Context: an optimization exercise on an open-source flow, tuned for small area. The choices shown serve that exercise and are no tape-out recipe.
The RTL was checked by simulation tests, not by an equivalence proof against the original design.
Power is estimated from default activity; no workload was simulated.

==> design/flow/run.sh <==
#!/bin/bash
# synth_recipe.tcl (not shown) runs the flow's synth.tcl, then flattens the netlist and writes it again
# the make line also repeats each setting of config.mk as NAME=value (left out here)
make -C /OpenROAD-flow-scripts/flow DESIGN_CONFIG=/design/flow/config.mk WORK_HOME=/design/flow/orfs CLKGATE_MAP_FILE= SYNTH_SCRIPT=/design/flow/synth_recipe.tcl finish
==> design/flow/config.mk <==
export PLATFORM = sky130hd
export DESIGN_NAME = angle_display
export DESIGN_NICKNAME = angle_display
export VERILOG_FILES = /design/flow/design.v
export SDC_FILE = /design/flow/constraint.sdc
export NUM_CORES = 4
export LEC_CHECK = 0
export CAP_MARGIN = 20
export CORE_MARGIN = 2
export CORE_UTILIZATION = 40
export SLEW_MARGIN = 20
==> design/flow/constraint.sdc <==
create_clock -name core_clock -period 40.0 [get_ports {clk}]
set_input_delay 8.0000 -clock core_clock [delete_from_list [all_inputs] [get_ports {clk}]]
set_output_delay 8.0000 -clock core_clock [all_outputs]
set_load 0.01 [all_outputs]
==> design/flow/design.v <==
module hex_to_angle (
	input [15:0] hex_value,      
	input wire is_negative,      
	output reg [11:0] angle_dec  
);
	wire [7:0] value_8bit = hex_value[7:0];
	always @(*) begin
		if (is_negative) begin
			angle_dec = 900-(value_8bit * 899) / 255;
		end else begin
			angle_dec = 900 + ((value_8bit * 900) / 255);
		end
	end
endmodule
module hvsync_generator(
	input clk, 
	input rst,
	output vga_h_sync,
	output frame_end,
	output vga_v_sync,
	output reg inDisplayArea,
	output reg [9:0] CounterX,
	output reg [9:0] CounterY
);
reg vga_HS, vga_VS;
wire CounterXmaxed = (CounterX == 800);  
wire CounterYmaxed = (CounterY == 525);  
assign frame_end = CounterXmaxed && CounterYmaxed;
always @(posedge clk)
begin
	if (rst || CounterXmaxed)
		CounterX <= 0;
	else
		CounterX <= CounterX + 1;
end
always @(posedge clk)
begin
	if (rst)
		CounterY <= 0;
	else if (CounterXmaxed)
	begin
		if(CounterYmaxed)
			CounterY <= 0;
		else
			CounterY <= CounterY + 1;
	end
end
always @(posedge clk)
begin
	if (rst)
	begin
		vga_HS <= 0;
		vga_VS <= 0;
	end
	else
	begin
	vga_HS <= (CounterX > (640 + 16) && (CounterX < (640 + 16 + 96)));
	vga_VS <= (CounterY > (480 + 10) && (CounterY < (480 + 10 + 2)));
	end
end
always @(posedge clk)
begin
	if (rst)
		inDisplayArea <= 0;
	else
	inDisplayArea <= (CounterX < 640) && (CounterY < 480);
end
assign vga_h_sync = ~vga_HS;
assign vga_v_sync = ~vga_VS;
endmodule	
module  VGADemo (
   input clk, 
	input rst,
	input [7:0] X_VALUE, Y_VALUE, Z_VALUE,
   output reg[2:0] pixel,
   output hsync_out,
   output vsync_out,
   output frame_end
);
	wire inDisplayArea;
	wire [9:0] CounterX, CounterY;
	wire clk_25 = clk;
	hvsync_generator HVSYNC(
		.clk(clk_25),
		.rst(rst),
		.frame_end(frame_end),
		.vga_h_sync(hsync_out),
		.vga_v_sync(vsync_out),
		.CounterX(CounterX),
		.CounterY(CounterY),
		.inDisplayArea(inDisplayArea)
	);
function [7:0] get_font_data;
	input [7:0] ascii;
	input [2:0] row;
	begin
		case (ascii)
			"X": 
				case (row)
					0: get_font_data = 8'b1000_0001;
					1: get_font_data = 8'b0100_0010;
					2: get_font_data = 8'b0010_0100;
					3: get_font_data = 8'b0001_1000;
					4: get_font_data = 8'b0010_0100;
					5: get_font_data = 8'b0100_0010;
					6: get_font_data = 8'b1000_0001;
					7: get_font_data = 8'b0000_0000;
				endcase
			"Y": 
				case (row)
					0: get_font_data = 8'b1000_0001;
					1: get_font_data = 8'b0100_0010;
					2: get_font_data = 8'b0010_0100;
					3: get_font_data = 8'b0001_1000;
					4: get_font_data = 8'b0001_1000;
					5: get_font_data = 8'b0001_1000;
					6: get_font_data = 8'b0001_1000;
					7: get_font_data = 8'b0000_0000;
				endcase
			"Z": 
				case (row)
					0: get_font_data = 8'b1111_1111;
					1: get_font_data = 8'b0000_0010;
					2: get_font_data = 8'b0000_0100;
					3: get_font_data = 8'b0000_1000;
					4: get_font_data = 8'b0001_0000;
					5: get_font_data = 8'b0010_0000;
					6: get_font_data = 8'b1111_1111;
					7: get_font_data = 8'b0000_0000;
				endcase
			":": 
				case (row)
					0: get_font_data = 8'b0000_0000;
					1: get_font_data = 8'b0001_1000;
					2: get_font_data = 8'b0001_1000;
					3: get_font_data = 8'b0000_0000;
					4: get_font_data = 8'b0001_1000;
					5: get_font_data = 8'b0001_1000;
					6: get_font_data = 8'b0000_0000;
					7: get_font_data = 8'b0000_0000;
				endcase
			"0": 
				case (row)
					0: get_font_data = 8'b0011_1100;
					1: get_font_data = 8'b0100_0110;
					2: get_font_data = 8'b0100_1010;
					3: get_font_data = 8'b0101_0010;
					4: get_font_data = 8'b0110_0010;
					5: get_font_data = 8'b0100_0010;
					6: get_font_data = 8'b0011_1100;
					7: get_font_data = 8'b0000_0000;
				endcase
			"1": 
				case (row)
					0: get_font_data = 8'b0001_1000;
					1: get_font_data = 8'b0010_1000;
					2: get_font_data = 8'b0100_1000;
					3: get_font_data = 8'b0000_1000;
					4: get_font_data = 8'b0000_1000;
					5: get_font_data = 8'b0000_1000;
					6: get_font_data = 8'b0111_1110;
					7: get_font_data = 8'b0000_0000;
				endcase
			"2": 
				case (row)
					0: get_font_data = 8'b0011_1100;
					1: get_font_data = 8'b0100_0010;
					2: get_font_data = 8'b0000_0010;
					3: get_font_data = 8'b0000_1100;
					4: get_font_data = 8'b0011_0000;
					5: get_font_data = 8'b0100_0000;
					6: get_font_data = 8'b0111_1110;
					7: get_font_data = 8'b0000_0000;
				endcase
			"3": 
				case (row)
					0: get_font_data = 8'b0011_1100;
					1: get_font_data = 8'b0100_0010;
					2: get_font_data = 8'b0000_0010;
					3: get_font_data = 8'b0001_1100;
					4: get_font_data = 8'b0000_0010;
					5: get_font_data = 8'b0100_0010;
					6: get_font_data = 8'b0011_1100;
					7: get_font_data = 8'b0000_0000;
				endcase
			"4": 
				case (row)
					0: get_font_data = 8'b0000_0100;
					1: get_font_data = 8'b0000_1100;
					2: get_font_data = 8'b0001_0100;
					3: get_font_data = 8'b0010_0100;
					4: get_font_data = 8'b0111_1110;
					5: get_font_data = 8'b0000_0100;
					6: get_font_data = 8'b0000_0100;
					7: get_font_data = 8'b0000_0000;
				endcase
			"5": 
				case (row)
					0: get_font_data = 8'b0111_1110;
					1: get_font_data = 8'b0100_0000;
					2: get_font_data = 8'b0111_1100;
					3: get_font_data = 8'b0000_0010;
					4: get_font_data = 8'b0000_0010;
					5: get_font_data = 8'b0100_0010;
					6: get_font_data = 8'b0011_1100;
					7: get_font_data = 8'b0000_0000;
				endcase
			"6": 
				case (row)
					0: get_font_data = 8'b0011_1100;
					1: get_font_data = 8'b0100_0000;
					2: get_font_data = 8'b0111_1100;
					3: get_font_data = 8'b0100_0010;
					4: get_font_data = 8'b0100_0010;
					5: get_font_data = 8'b0100_0010;
					6: get_font_data = 8'b0011_1100;
					7: get_font_data = 8'b0000_0000;
				endcase
			"7": 
				case (row)
					0: get_font_data = 8'b0111_1110;
					1: get_font_data = 8'b0000_0010;
					2: get_font_data = 8'b0000_0100;
					3: get_font_data = 8'b0000_1000;
					4: get_font_data = 8'b0001_0000;
					5: get_font_data = 8'b0010_0000;
					6: get_font_data = 8'b0010_0000;
					7: get_font_data = 8'b0000_0000;
				endcase
			"8": 
				case (row)
					0: get_font_data = 8'b0011_1100;
					1: get_font_data = 8'b0100_0010;
					2: get_font_data = 8'b0100_0010;
					3: get_font_data = 8'b0011_1100;
					4: get_font_data = 8'b0100_0010;
					5: get_font_data = 8'b0100_0010;
					6: get_font_data = 8'b0011_1100;
					7: get_font_data = 8'b0000_0000;
				endcase
			"9": 
				case (row)
					0: get_font_data = 8'b0011_1100;
					1: get_font_data = 8'b0100_0010;
					2: get_font_data = 8'b0100_0010;
					3: get_font_data = 8'b0011_1110;
					4: get_font_data = 8'b0000_0010;
					5: get_font_data = 8'b0000_0010;
					6: get_font_data = 8'b0011_1100;
					7: get_font_data = 8'b0000_0000;
				endcase
			default: 
				get_font_data = 8'b0000_0000;
		endcase
	end
endfunction
function is_in_character;
	input [9:0] chx, chy;        
	input [7:0] character;       
	input [9:0] cx, cy;          
	begin
		if (cx >= chx && cx < chx + 8 && cy >= chy && cy < chy + 8) 
			begin
				reg [2:0] row;
				reg [2:0] col;
				reg [7:0] font_row;
				row = cy - chy;   
				col = cx - chx;   
				font_row = get_font_data(character, row);
				is_in_character = font_row[7-col];
			end 
		else
			is_in_character = 0;
	end
endfunction
function [7:0] get_digit;
	input [7:0] value;
	input [1:0] position;  
	begin
		case(position)
         0: get_digit = 8'd48 + (value % 10);                   
         1: get_digit = 8'd48 + ((value / 10) % 10);            
			2: get_digit = 8'd48 + ((value / 100) % 10);           
			default: get_digit = 8'd32;  
		endcase
	end
endfunction
function show_digit;
	input [7:0] value;
	input [1:0] position;  
	begin
		if (position == 0) 
			show_digit = 1;  
		else if (position == 1 && value >= 10)
			show_digit = 1;  
		else if (position == 2 && value >= 100)
			show_digit = 1;  
		else
			show_digit = 0;  
	end
endfunction
reg [7:0] x_d2, x_d1, x_d0, y_d2, y_d1, y_d0, z_d2, z_d1, z_d0;
reg x_s2, x_s1, y_s2, y_s1, z_s2, z_s1;
always @(posedge clk_25)
begin
	x_d2 <= get_digit(X_VALUE, 2); x_d1 <= get_digit(X_VALUE, 1); x_d0 <= get_digit(X_VALUE, 0);
	y_d2 <= get_digit(Y_VALUE, 2); y_d1 <= get_digit(Y_VALUE, 1); y_d0 <= get_digit(Y_VALUE, 0);
	z_d2 <= get_digit(Z_VALUE, 2); z_d1 <= get_digit(Z_VALUE, 1); z_d0 <= get_digit(Z_VALUE, 0);
	x_s2 <= show_digit(X_VALUE, 2); x_s1 <= show_digit(X_VALUE, 1);
	y_s2 <= show_digit(Y_VALUE, 2); y_s1 <= show_digit(Y_VALUE, 1);
	z_s2 <= show_digit(Z_VALUE, 2); z_s1 <= show_digit(Z_VALUE, 1);
end
localparam X_POS_X = 100;
localparam X_POS_Y = 100;
localparam Y_POS_X = 100;
localparam Y_POS_Y = 120;
localparam Z_POS_X = 100;
localparam Z_POS_Y = 140;
localparam CHAR_SPACING = 8;
wire is_text_pixel = 
	is_in_character(X_POS_X, X_POS_Y, "X", CounterX, CounterY) || 
	is_in_character(X_POS_X + 10, X_POS_Y, ":", CounterX, CounterY) ||
	(x_s2 && is_in_character(X_POS_X + 20, X_POS_Y, x_d2, CounterX, CounterY)) ||
	(x_s1 && is_in_character(X_POS_X + 28, X_POS_Y, x_d1, CounterX, CounterY)) ||
	(is_in_character(X_POS_X + 36, X_POS_Y, x_d0, CounterX, CounterY)) ||
	is_in_character(Y_POS_X, Y_POS_Y, "Y", CounterX, CounterY) ||
	is_in_character(Y_POS_X + 10, Y_POS_Y, ":", CounterX, CounterY) ||
	(y_s2 && is_in_character(Y_POS_X + 20, Y_POS_Y, y_d2, CounterX, CounterY)) ||
	(y_s1 && is_in_character(Y_POS_X + 28, Y_POS_Y, y_d1, CounterX, CounterY)) ||
	(is_in_character(Y_POS_X + 36, Y_POS_Y, y_d0, CounterX, CounterY)) ||
	is_in_character(Z_POS_X, Z_POS_Y, "Z", CounterX, CounterY) ||
	is_in_character(Z_POS_X + 10, Z_POS_Y, ":", CounterX, CounterY) ||
	(z_s2 && is_in_character(Z_POS_X + 20, Z_POS_Y, z_d2, CounterX, CounterY)) ||
	(z_s1 && is_in_character(Z_POS_X + 28, Z_POS_Y, z_d1, CounterX, CounterY)) ||
	(is_in_character(Z_POS_X + 36, Z_POS_Y, z_d0, CounterX, CounterY));
always @(posedge clk_25)
begin
	if (rst)
		pixel <= 3'b000;
	else if (inDisplayArea) 
		begin
			if (is_text_pixel)
				pixel <= 3'b111;
			else
				pixel <= 3'b000;
		end
	else
		pixel <= 3'b000;
end
endmodule
module angle_display (
	input clk,
	input rst,
	input [7:0] x_hex,
	input x_neg,
	input [7:0] y_hex,
	input y_neg,
	input [7:0] z_hex,
	input z_neg,
	output [2:0] pixel,
	output hsync,
	output vsync
);
	wire frame_end;
	reg [7:0] abs_x, abs_y, abs_z;
	reg neg_x, neg_y, neg_z;
	always @(posedge clk)
	begin
		if (rst)
		begin
			abs_x <= 8'd0;
			abs_y <= 8'd0;
			abs_z <= 8'd0;
			neg_x <= 1'b0;
			neg_y <= 1'b0;
			neg_z <= 1'b0;
		end
		else if (frame_end)
		begin
			abs_x <= x_hex;
			abs_y <= y_hex;
			abs_z <= z_hex;
			neg_x <= x_neg;
			neg_y <= y_neg;
			neg_z <= z_neg;
		end
	end
	wire [11:0] miliangle_wireX, miliangle_wireY, miliangle_wireZ;
	hex_to_angle hex_to_angleX(
		.hex_value({8'b0, abs_x}),
		.is_negative(neg_x),
		.angle_dec(miliangle_wireX)
	);
	hex_to_angle hex_to_angleY(
		.hex_value({8'b0, abs_y}),
		.is_negative(neg_y),
		.angle_dec(miliangle_wireY)
	);
	hex_to_angle hex_to_angleZ(
		.hex_value({8'b0, abs_z}),
		.is_negative(neg_z),
		.angle_dec(miliangle_wireZ)
	);
	reg [11:0] ang_x_q, ang_y_q, ang_z_q;
	reg [7:0] deg_x_q, deg_y_q, deg_z_q;
	always @(posedge clk)
	begin
		ang_x_q <= miliangle_wireX;
		ang_y_q <= miliangle_wireY;
		ang_z_q <= miliangle_wireZ;
		deg_x_q <= ang_x_q / 10;
		deg_y_q <= ang_y_q / 10;
		deg_z_q <= ang_z_q / 10;
	end
	VGADemo vga_inst (
		.clk(clk),
		.rst(rst),
		.X_VALUE(deg_x_q),
		.Y_VALUE(deg_y_q),
		.Z_VALUE(deg_z_q),
		.pixel(pixel),
		.hsync_out(hsync),
		.vsync_out(vsync),
		.frame_end(frame_end)
	);
endmodule
==> summary.txt <==
Outcome
  – Outcome: no timing/DRC/antenna violations

Timing
  – Final period util: 34.44%
  – Worst Skew: 0.02155 ns
  – Hold violation total from the final report: 0
  – Fin crit period: 13.78 ns
  – Worst relative slew slack: 30.32%
  – Slew Limit Fails: 0
  – Max Fclk: 72.59 MHz
  – Final setup TNS: 0 ns
  – Actual slew at the worst max-slew pin: 1.045 ns
  – Final setup viols: 0
  – RSZ-0062 raised after global routing: no

CTS
  – Post-CTS Setup Bufs: 0
  – CTS Root Cell: clkbuf_16
  – Hold-fix buffers, CTS: 0
  – CTS H-Tree Depth: 1
  – Clock Sinks: 201
  – CTS Buf Count: 28
  – CTS Buffer Depth: 3
  – Clk Latency, worst-skew pair: 0.59 ns
  – Post_cts resized: 0
  – CTS tree: built
  – Clock-pin slew on the worst setup and hold paths: 0.06 ns

Worst setup path
  – Crit-path max FO: 13
  – Crit end category: flop
  – Slowest cell on crit path: o21bai_1
  – Cell family with most CP delay: compound AO/OA/AOI/OAI gates
  – Critical Path RT: 40.50 ns
  – Setup CP Type: reg -> reg
  – CP Data Arrival Time: 14.28 ns
  – CP startpoint kind: flop
  – Crit path largest cell delay: 0.80 ns
  – CP Buf/Inv Count: 4

Global routing
  – Gr ovfl total: 0
  – Gr usage total: 22.86%
  – Largest net degree at the start of global routing: 60
  – Vias in the first global route: 42582
  – First-pass GRT wire length: 220.2 mm
  – Initial antenna violation count: 0

Floorplan
  – # IOs: 34
  – Die Footprint: 111300 um^2
  – Core area: 107400 um^2
  – Row count: 120
  – Die X: 333.6 um
  – Die Ht: 333.6 um
  – Starting Density: 40.48%

Power and ir drop
  – Max VDD drop: 0.02159 mV
  – Pwr Density: 10.65 nW/um^2
  – Leakage power: 17.72 nW

Detailed routing
  – ANT nets after route: 0
  – # DRC: 0
  – Vias: 46699
  – Vias per cell: 6.300
  – Routed wire length: 133.9 mm
  – Initial DRC Count: 4313
  – DR WL/cell: 18.07 um
  – TritonRoute pass-1 iters: 9

Synth
  – Synth Flop Type: dfxtp_1
  – Synth cell types: 144
  – Post-synth EDFFs: 0
  – Seq/Total Area, Yosys: 9.260%
  – Synth async-reset ratio: 0%
  – Synthesized area: 43460 um^2
  – YS warnings: 4
  – Syn Nets: 6586
  – FF+latch count, synth: 201
  – Mean Syn Cell Area: 7.037 um^2
  – Mapped Cells: 6175

Finish
  – P&R area growth vs syn: 5.073%
  – Final nets: 6398
  – Ant. Diodes: 0
  – Layout cells sized above 1: 6.124%
  – Final core utilization: 42.53%

Hold path
  – Worst Hold Class: reg -> reg

Run
  – Max-cap violations: 0

Place
  – RD Place Congestion: 0.9354
  – Post-DP HPWL: 102.8 mm
  – I/O Buffers: 33
==> worst paths after layout <==
path	start	end	slack [ns]	cells past startpoint
setup / recovery	abs_x[1]$_SDFFE_PP0P_	ang_x_q[10]$_DFF_P_	26.22	39
hold / removal	deg_x_q[0]$_DFF_P_	vga_inst.x_d0[0]$_DFF_P_	0.32	0
setup reg to reg	abs_x[1]$_SDFFE_PP0P_	ang_x_q[10]$_DFF_P_	26.22	39
hold reg to reg	deg_x_q[0]$_DFF_P_	vga_inst.x_d0[0]$_DFF_P_	0.32	0
==> cell usage after synthesis (42+ instances only) <==
library cell,count,area [um^2]
a211oi_1,85,638.1
xnor2_1,254,2225
dfxtp_1,201,4024
mux2_2,48,540.5
nor2_1,587,2203
nand2b_1,86,538.0
o211ai_1,98,735.7
or2_2,48,300.3
o31ai_1,60,450.4
fa_1,42,840.8
and3_1,78,488.0
or3_1,75,469.2
and2_1,82,513.0
mux2i_1,100,1001
a31oi_1,123,769.5
a21oi_1,416,2082
clkbuf_1,219,822.0
inv_1,244,915.9
a21o_1,61,457.9
nor3_1,211,1056
nand2_1,626,2350
nand3_1,210,1051
nor4_1,65,406.6
o21a_1,78,585.6
nand4_1,82,513.0
nor2b_1,70,437.9
o22ai_1,63,394.1
o21ai_0,358,1792
xor2_1,109,954.7
ha_1,340,4254
==> cells in the final DEF (no fill, tap or decap), types with 200 or more instances in the layout <==
| master | instances |
|---|---|
| ha_1 | 340 |
| nand3_1 | 210 |
| dfxtp_1 | 200 |
| nor2_1 | 585 |
| inv_1 | 244 |
| xnor2_1 | 252 |
| nor3_1 | 211 |
| a21oi_1 | 416 |
| o21ai_0 | 358 |
| nand2_1 | 626 |
==> report_power, final <==
| group | total (mW) | internal (mW) | switching [mW] |
|---|---|---|---|
| logic | 0.0178 | 0.00732 | 0.0105 |
| clock network | 0.268 | 0.160 | 0.108 |
| registers | 0.201 | 0.201 | 0.000159 |
==> layout make-up <==
class / count / area [um^2]
sequential: 201 / 4025
fill: 10994 / 61690
timing repair buffer: 66 / 570.5
tap: 1403 / 1755
clock buffer: 37 / 794.5
inverter: 251 / 942.2
clock inverter: 15 / 197.7
multi-input combinational: 5439 / 37370
==> logic make-up (layout without fill, tap and decap cells) <==
kind of cell             after synthesis  in the layout  share of synthesized area [%]
AND/OR/NAND/NOR                     2439           2439                          28.29
AO/OA/AOI/OAI                       2063           2063                          33.45
buffers and inverters                535            369                          4.840
adder cells (fa/ha/maj)              403            403                          12.21
XOR/XNOR                             370            370                          7.639
flip-flops                           201            201                          9.260
multiplexers                         164            164                          4.310
==> per-layer routing <==
metal  wire [um]  track usage [%]  vias up
li1            -                -    23065
met1       63180            31.91    21843
met2       60890            38.01     1594
met3        7114            1.919      197
met4        2737            5.122        0
met5           0                0        -
==> through the flow <==
step	std cells	hold slack, ns	cell area, um^2	total power, mW	worst slack [ns]
after floorplan	6175	0.3096	43460	0.2156	28.50
after global placement	7359	0.3149	44630	0.2225	26.43
after detailed placement	7359	0.3144	44630	0.2225	26.33
after CTS	7411	0.3225	45620	0.4936	26.30
after global routing	7412	0.3231	45660	0.5023	24.92
final	7412	0.3220	45660	0.4862	26.22

## afterwards: timing with drivers on the ports
In the flow no input, the clock included, has a driving cell. The finished layout below was timed again as built, in two steps.
Step 1 (the two cells are an assumption about what drives the block):
set clk [get_ports {clk}]
set_driving_cell -lib_cell sky130_fd_sc_hd__clkbuf_16 $clk
set_driving_cell -lib_cell sky130_fd_sc_hd__buf_2 [delete_from_list [all_inputs] $clk]
Step 2 times the ports against the registers' clock, not the clock port: input delays grow and output delays shrink by t, the midpoint of the rising clock arrivals with the driver on.
Slacks: ideal / step 1 / step 2; pairs: ideal / step 1.
shift t [ns]: 0.651
setup slack, ns: 26.224 / 26.224 / 26.224
worst setup path after step 2: register to register
clock arrival spread, ns: 0.025 / 0.025
cell pins on the clock port's net: 1
After both steps setup and hold are still met in this run. For this run, drivers alone change the setup slack by 0.000 ns; drivers and shift together by 0.000 ns.
